This design comes from an exercise in tuning for small area and a short achievable clock period on the open sky130 flow, not from production work.
In this exercise RTL edits were held to simulation tests only and were not proved equivalent to the original.
Power is estimated from default activity; no workload was simulated.

==> flow/design.v (excerpt) <==
module CPU( input clk,
	input rst,
	input wire [31:0] inst,
	input wire [63:0]	main_memory_input_data_path,
	output reg[63:0] main_memory_output_data_path,
	output wire[31:0] pc_inst_addr,
	output wire		Vector_Write_Access,
	output wire		Memory_Write_Access,
	output wire		Load_Vector_Flag,
	output wire 		Load_Word_Flag,
	output wire[11:0]	Main_Memory_Address
	);
	wire [5:0] op  = inst[31:26];
	wire [4:0] rd  = inst[25:21];
	wire [4:0] rs1 = inst[20:16];
	wire [4:0] rs2 = inst[15:11];
	wire [7:0] imm = inst[15:8];
	wire [63:0] mem = main_memory_input_data_path;
	wire op_add  = op == 6'b000000;
	wire op_sub  = op == 6'b000001;
	wire op_mul  = op == 6'b000010;
	wire op_and  = op == 6'b000100;
	wire op_or   = op == 6'b000101;
	wire op_xor  = op == 6'b000110;
	wire op_sll  = op == 6'b001000;
	wire op_srl  = op == 6'b001001;
	wire op_slt  = op == 6'b001010;
	wire op_seq  = op == 6'b001011;
	wire op_addi = op == 6'b001101;
	wire op_andi = op == 6'b001110;
	wire op_xori = op == 6'b001111;
	wire op_slti = op == 6'b101000;
	wire op_vadd = op == 6'b010000;
	wire op_vsub = op == 6'b010001;
	wire op_vdot = op == 6'b010010;
	wire op_lw   = op == 6'b100101;
	wire op_lv   = op == 6'b101101;
	wire op_sw   = op == 6'b100110;
	wire op_sv   = op == 6'b101110;
	wire op_rar  = op == 6'b101111;
	wire op_raw  = op == 6'b101100;
  ...
Settings: LEC_CHECK=0, ABC_AREA=1, CAP_MARGIN=20, CORE_MARGIN=2, CORE_UTILIZATION=40, PLACE_DENSITY=0.75, SETUP_SLACK_MARGIN=5, SLEW_MARGIN=20; clock period 12.0 ns.
standard.sh (not shown) runs the stock make flow with config.mk's settings and CLKGATE_MAP_FILE= SYNTH_SCRIPT=/design/flow/synth_recipe.tcl, a recipe that flattens the netlist after the stock synthesis.
==> flow/flow/run.sh <==
#!/bin/bash
set -euo pipefail
bash standard.sh "BUFFER_PORTS_ARGS=-buffer_cell sky130_fd_sc_hd__buf_2" \
  "CTS_ARGS=-sink_clustering_enable -repair_clock_nets -dont_use_dummy_load -buf_list {sky130_fd_sc_hd__clkbuf_2 sky130_fd_sc_hd__clkbuf_4 sky130_fd_sc_hd__clkbuf_8}" \
  finish > standard_flow.log 2>&1
Rerun with:
- PLACE_DENSITY: 0.75 -> not set
- TNS_END_PERCENT: not set -> 0
=> The new run completed without violations. Routed wire length barely changes. Critical path depth shrinks by 27. Hold slack degrades by 0.020 ns. Total power drops by 0.65%. Sequential share of layout area goes up by 0.45 points. Clock skew increases by 0.047 ns. Worst setup slack is better by 0.0057 ns. Sequential cell count is unchanged. Non-clock buffer count went down by 8.

---

== red ==
CPU, a different RTL version from the one above (not shown whole).
For scale: roughly 5,900 cells after synthesis, about 500 flip-flops, roughly 210 I/O pins.
==> flow/config.mk <==
export PLATFORM = sky130hd
export DESIGN_NAME = CPU
export DESIGN_NICKNAME = CPU
export VERILOG_FILES = /design/flow/design.v
export SDC_FILE = /design/flow/constraint.sdc
export NUM_CORES = 4
export LEC_CHECK = 0
export ABC_AREA = 1
export CAP_MARGIN = 20
export CORE_MARGIN = 2
export CORE_UTILIZATION = 40
export SETUP_SLACK_MARGIN = 4.5
export SLEW_MARGIN = 20
==> flow/constraint.sdc <==
create_clock -name core_clock -period 12.0 [get_ports {clk}]
set_input_delay 2.4000 -clock core_clock [delete_from_list [all_inputs] [get_ports {clk}]]
set_output_delay 2.4000 -clock core_clock [all_outputs]
set_load 0.01 [all_outputs]
Scripts as last shown in full above: flow/flow/run.sh
red closes out successfully: all stages finished, all timing, DRC and antenna checks passed.
The following lists how orange was set up differently from red:
Settings: SETUP_SLACK_MARGIN: 4.5 -> 5.
==> flow/flow/run.sh <==
#!/bin/bash
set -euo pipefail
bash standard.sh "BUFFER_PORTS_ARGS=-buffer_cell sky130_fd_sc_hd__buf_2" \
  "CTS_ARGS=-sink_clustering_enable -repair_clock_nets -dont_use_dummy_load -buf_list {sky130_fd_sc_hd__clkbuf_2 sky130_fd_sc_hd__clkbuf_4 sky130_fd_sc_hd__clkbuf_8}" \
  SETUP_SLACK_MARGIN=6 finish > standard_flow.log 2>&1
### Flow results
- orange completed; timing, DRC and antenna clean
- Relative to red, total power draw has gone up in orange.
- The lower pin count of the biggest net entering global routing of red and orange is in orange.
- orange: worst slack on hold paths 17 ps below red
- From red to orange the numbers moved as follows: switching part of the total power saw an increase, clock skew higher, fraction of final layout cells with drive strength greater than 1 climbed 21 points.

re-timing with driven ports:
The results above use ideal ports. As a check the final layouts listed here were re-extracted and re-timed, cells and wires unchanged.
Step 1 assumes that a clkbuf_16 drives the clock port and a buf_2 every other input.
Step 2, shift: input delay + t, output delay - t, t = (earliest + latest rising clock arrival at the registers) / 2. This alone moves slack from input paths to output paths.
Slacks: ideal ports / drivers / drivers and shift; pairs: ideal ports / drivers.
| run | shift t [ns] | setup slack, ns | hold WS [ns] | worst register clock-pin slew, ns | worst slew at a driven data input, ns |
|---|---|---|---|---|---|
| the first run of note 1 | 0.777 | 4.751 / 4.738 / 3.961 | 0.493 / 0.493 / 0.493 | 0.07 / 0.07 | 0.16 |
| the second run of note 1 | 0.765 | 4.757 / 4.719 / 3.960 | 0.474 / 0.474 / 0.474 | 0.06 / 0.06 | 0.11 |
| red | 0.752 | 4.471 / 4.416 / 4.004 | 0.480 / 0.480 / 0.480 | 0.07 / 0.07 | 0.06 |
| orange | 0.775 | 5.090 / 5.028 / 4.543 | 0.463 / 0.463 / 0.463 | 0.07 / 0.07 | 0.08 |
After both steps setup and hold are still met in every run listed. The setup slack of the second run of note 1, which loses most, moves by -0.038 ns with the drivers and by -0.797 ns with both steps.
